Background: an optimization exercise with open tools, aiming at small area, a short achievable clock period and few clock cycles. Do not read the settings as production practice. The RTL was checked by simulation tests, not by an equivalence proof against the original design.

the reference run:
==> module beetle_prefix_add, before the edit <==
module beetle_prefix_add(a, b, s);
parameter W = 8;
parameter L = 3;
input  [W-1:0] a, b;
output [W-1:0] s;
wire [W-1:0] g [0:L];
wire [W-1:0] p [0:L];
assign g[0] = a & b;
assign p[0] = a ^ b;
genvar l, i;
generate
  for (l = 0; l < L; l = l + 1) begin : lv
    for (i = 0; i < W; i = i + 1) begin : bt
      if ((i >> l) & 1) begin : cmb
        assign g[l + 1][i] = g[l][i] | p[l][i] & g[l][((i >> l) << l) - 1];
        assign p[l + 1][i] = p[l][i] & p[l][((i >> l) << l) - 1];
      end else begin : pas
        assign g[l + 1][i] = g[l][i];
        assign p[l + 1][i] = p[l][i];
      end
    end
  end
endgenerate
assign s = p[0] ^ {g[L][W-2:0], 1'b0};
endmodule
==> module bas, before the edit <==
module bas(clock,reset,load, seed_x,seed_y,iterations,x,y,x_extreme,y_extreme,out_value,done );
    input clock,reset,load;
    input [8:0] seed_x,seed_y;
    input [8:0] iterations;
    input [15:0] x,y;
    output signed [15:0] x_extreme,y_extreme;
    output signed [39:0] out_value;
    output reg done;
    reg [15:0] x_curr, y_curr;           
    reg signed [13:0] step_x, step_y;    
    reg signed [13:0] step_nx, step_ny;  
    reg [17:0] dl1, dl2, dr1, dr2;       
    reg ql1, ql2, qr1, qr2;              
    reg [32:0] value_curr;               
    reg [8:0] dir_x, dir_y;              
    reg [12:0] sense;                    
    reg [9:0] remain;
    reg run;
    reg first;                           
    reg [15:0] x_best, y_best;
    reg [32:0] value_best;
    reg value_init;                      
    wire [32:0] al, bl, ar, br;
    beetle_left_antenna ol(dl1, dl2, ql1, ql2, al, bl);
    beetle_left_antenna or_(dr1, dr2, qr1, qr2, ar, br);
    wire go_right;
    beetle_compare cmp(al, bl, ar, br, go_right);
    wire [32:0] odour_l, odour_r;
    beetle_prefix_add #(33, 6) suml(al, bl, odour_l);
    beetle_prefix_add #(33, 6) sumr(ar, br, odour_r);
    wire [15:0] x_l = x_curr + {{2{step_x[13]}}, step_x};
    wire [15:0] y_l = y_curr + {{2{step_y[13]}}, step_y};
    wire [15:0] x_r = x_curr - {{2{step_x[13]}}, step_x};
    wire [15:0] y_r = y_curr - {{2{step_y[13]}}, step_y};
    wire [17:0] ell1, ell2, elr1, elr2, erl1, erl2, err1, err2;
    wire qll1, qll2, qlr1, qlr2, qrl1, qrl2, qrr1, qrr2;
    beetle_position #(0) pll(x_l, y_l, step_nx, step_ny, ell1, ell2, qll1, qll2);
    beetle_position #(1) plr(x_l, y_l, step_nx, step_ny, elr1, elr2, qlr1, qlr2);
    beetle_position #(0) prl(x_r, y_r, step_nx, step_ny, erl1, erl2, qrl1, qrl2);
    beetle_position #(1) prr(x_r, y_r, step_nx, step_ny, err1, err2, qrr1, qrr2);
    wire signed [13:0] mul_x, mul_y;
    wire [14:0] sense3 = {2'b00, sense} + {1'b0, sense, 1'b0};
    wire [8:0] dir_x_n, dir_y_n;
    lfsr lx(dir_x, dir_x_n);
    lfsr ly(dir_y, dir_y_n);
    beetle_right_antenna mulx(dir_x, sense, sense3, mul_x);
    beetle_right_antenna muly(dir_y, sense, sense3, mul_y);
    assign x_extreme = x_best;
    assign y_extreme = y_best;
    assign out_value = {4'b0, {3{value_init}}, value_best};
    always @(posedge clock) begin
        if (reset) begin
            x_curr <= x;
            y_curr <= y;
            dl1 <= 18'd0;
            dl2 <= 18'd0;
            dr1 <= 18'd0;
            dr2 <= 18'd0;
            ql1 <= 1'b0;
            ql2 <= 1'b0;
            qr1 <= 1'b0;
            qr2 <= 1'b0;
            step_x <= 14'd0;
            step_y <= 14'd0;
            step_nx <= 14'd0;
            step_ny <= 14'd0;
            dir_x <= 9'd0;
            dir_y <= 9'd0;
        end else begin
            if (go_right) begin
                x_curr <= x_r;
                y_curr <= y_r;
                dl1 <= erl1;
                dl2 <= erl2;
                dr1 <= err1;
                dr2 <= err2;
                ql1 <= qrl1;
                ql2 <= qrl2;
                qr1 <= qrr1;
                qr2 <= qrr2;
            end else begin
                x_curr <= x_l;
                y_curr <= y_l;
                dl1 <= ell1;
                dl2 <= ell2;
                dr1 <= elr1;
                dr2 <= elr2;
                ql1 <= qll1;
                ql2 <= qll2;
                qr1 <= qlr1;
                qr2 <= qlr2;
            end
            step_x <= step_nx;
            step_y <= step_ny;
            step_nx <= mul_x;
            step_ny <= mul_y;
            if (load) begin
                dir_x <= seed_x;
                dir_y <= seed_y;
            end else begin
                dir_x <= dir_x_n;
                dir_y <= dir_y_n;
            end
        end
        value_curr <= go_right ? odour_r : odour_l;
        if (reset | load)
            sense <= 13'd6400;
        else
            sense <= sense - {8'd0, sense[12:8]} - {12'd0, sense[7:0] != 8'd0};
        if (reset) begin
            run <= 1'b0;
            done <= 1'b0;
            first <= 1'b0;
            x_best <= 16'd0;
            y_best <= 16'd0;
            value_best <= {33{1'b1}};
            value_init <= 1'b1;
        end else if (load) begin
            remain <= {1'b0, iterations} + 10'd1;
            first <= 1'b1;
            run <= iterations != 9'd0;
            done <= iterations == 9'd0;
        end else if (run) begin
            remain <= remain - 10'd1;
            first <= 1'b0;
            if (remain == 10'd0) begin
                run <= 1'b0;
                done <= 1'b1;
            end
            if (!first && value_curr < value_best) begin
                x_best <= x_curr;
                y_best <= y_curr;
                value_best <= value_curr;
                value_init <= 1'b0;
            end
        end
    end
endmodule
==> flow/config.mk <==
export PLATFORM = sky130hd
export DESIGN_NAME = bas
export DESIGN_NICKNAME = bas
export VERILOG_FILES = /design/flow/design.v
export SDC_FILE = /design/flow/constraint.sdc
export NUM_CORES = 8
export LEC_CHECK = 0
export ABC_AREA = 1
export CAP_MARGIN = 20
export CORE_MARGIN = 2
export CORE_UTILIZATION = 45
export SLEW_MARGIN = 20
==> flow/constraint.sdc <==
create_clock -name core_clock -period 27.0 [get_ports {clock}]
set_input_delay 5.4000 -clock core_clock [delete_from_list [all_inputs] [get_ports {clock}]]
set_output_delay 5.4000 -clock core_clock [all_outputs]
set_load 0.01 [all_outputs]
standard.sh (not shown) runs the stock make flow with config.mk's settings and CLKGATE_MAP_FILE= SYNTH_SCRIPT=/design/flow/synth_recipe.tcl, a recipe that flattens the netlist after the stock synthesis.
==> flow/flow/run.sh <==
#!/bin/bash
# The standard layout: floorplan with the default timing repair, then the rest
# with timing repair aiming for 20 ns of setup slack at the design's clock
# period (over-fixing, as SETUP_SLACK_MARGIN does) on the worst 10% of
# endpoints, and buf_2 cells as the port buffers.
set -euo pipefail
bash standard.sh "BUFFER_PORTS_ARGS=-buffer_cell sky130_fd_sc_hd__buf_2" floorplan > orfs_make_floorplan.log 2>&1
bash standard.sh SETUP_SLACK_MARGIN=20 TNS_END_PERCENT=10 "BUFFER_PORTS_ARGS=-buffer_cell sky130_fd_sc_hd__buf_2" finish > orfs_make.log 2>&1
Testbench counts of the reference run, summed over its fixed seeds: cycles 49,368.
diff inputs: the reference run => the trial run
--- a/flow/design.v
+++ b/flow/design.v
@@ -738,33 +738,8 @@
 wire [15:0] mag = {16{m1}} & s1 | {16{m2}} & s2 | {16{m3}} & s3 | {16{m4}} & s4;
 assign r = g[3] ? ~mag : mag;
 assign n = g[3];
 endmodule
-module beetle_prefix_add(a, b, s);
-parameter W = 8;
-parameter L = 3;
-input  [W-1:0] a, b;
-output [W-1:0] s;
-wire [W-1:0] g [0:L];
-wire [W-1:0] p [0:L];
-assign g[0] = a & b;
-assign p[0] = a ^ b;
-genvar l, i;
-generate
-  for (l = 0; l < L; l = l + 1) begin : lv
-    for (i = 0; i < W; i = i + 1) begin : bt
-      if ((i >> l) & 1) begin : cmb
-        assign g[l + 1][i] = g[l][i] | p[l][i] & g[l][((i >> l) << l) - 1];
-        assign p[l + 1][i] = p[l][i] & p[l][((i >> l) << l) - 1];
-      end else begin : pas
-        assign g[l + 1][i] = g[l][i];
-        assign p[l + 1][i] = p[l][i];
-      end
-    end
-  end
-endgenerate
-assign s = p[0] ^ {g[L][W-2:0], 1'b0};
-endmodule
 module beetle_position(mx, my, nx, ny, d1, d2, q1, q2);
 parameter NB = 0;
 input  [15:0] mx, my;
 input  signed [13:0] nx, ny;
@@ -805,11 +780,10 @@
     beetle_left_antenna ol(dl1, dl2, ql1, ql2, al, bl);
     beetle_left_antenna or_(dr1, dr2, qr1, qr2, ar, br);
     wire go_right;
     beetle_compare cmp(al, bl, ar, br, go_right);
-    wire [32:0] odour_l, odour_r;
-    beetle_prefix_add #(33, 6) suml(al, bl, odour_l);
-    beetle_prefix_add #(33, 6) sumr(ar, br, odour_r);
+    wire [32:0] odour_l = al + bl;
+    wire [32:0] odour_r = ar + br;
     wire [15:0] x_l = x_curr + {{2{step_x[13]}}, step_x};
     wire [15:0] y_l = y_curr + {{2{step_y[13]}}, step_y};
     wire [15:0] x_r = x_curr - {{2{step_x[13]}}, step_x};
     wire [15:0] y_r = y_curr - {{2{step_y[13]}}, step_y};
Findings:
Against the reference run, non-clock buffer count in the trial run fell by a few percent.
On the trial run: wire length after detailed routing is about 3% higher than what the reference run gave.
The trial run ended up with y_best[7]$_SDFFE_PP0P_ as its capturing instance or port of the critical path; the reference run ended up with value_best[20]$_SDFFE_PP1P_.
Area added between synthesis and finish, the trial run and the reference run: higher on the trial run
Diff the reference run -> the trial run: worst slack on hold paths increased 0.0043 ns.
Testbench counts of the trial run, summed over its fixed seeds: cycles 49,368.

afterwards: timing with drivers on the ports:
The results above use ideal ports. As a check the final layouts listed here were re-extracted and re-timed, cells and wires unchanged. Step 1 sets driving cells, clkbuf_16 on the clock port and buf_2 on the other inputs (assumed; they add their load-dependent delay and slew). Step 2 adds t to the input delays and takes it off the output delays; t is the mean of the earliest and latest rising clock arrival at the registers after step 1. Input paths then give back, and output paths get back, about the clock's delay inside the block. Three values: ideal, step 1, step 2; two values: the first two.
run	shift t [ns]	setup WS [ns]	hold WS [ns]	slew at the worst register clock pin (ns)
the reference run	0.698	19.957 / 20.014 / 19.316	0.472 / 0.472 / 0.472	0.08 / 0.08
the trial run	0.706	20.053 / 20.043 / 19.407	0.476 / 0.476 / 0.476	0.08 / 0.08
After both steps setup and hold are still met in every run listed. For the trial run, which loses most, drivers alone change the setup slack by -0.010 ns; drivers and shift together by -0.646 ns.
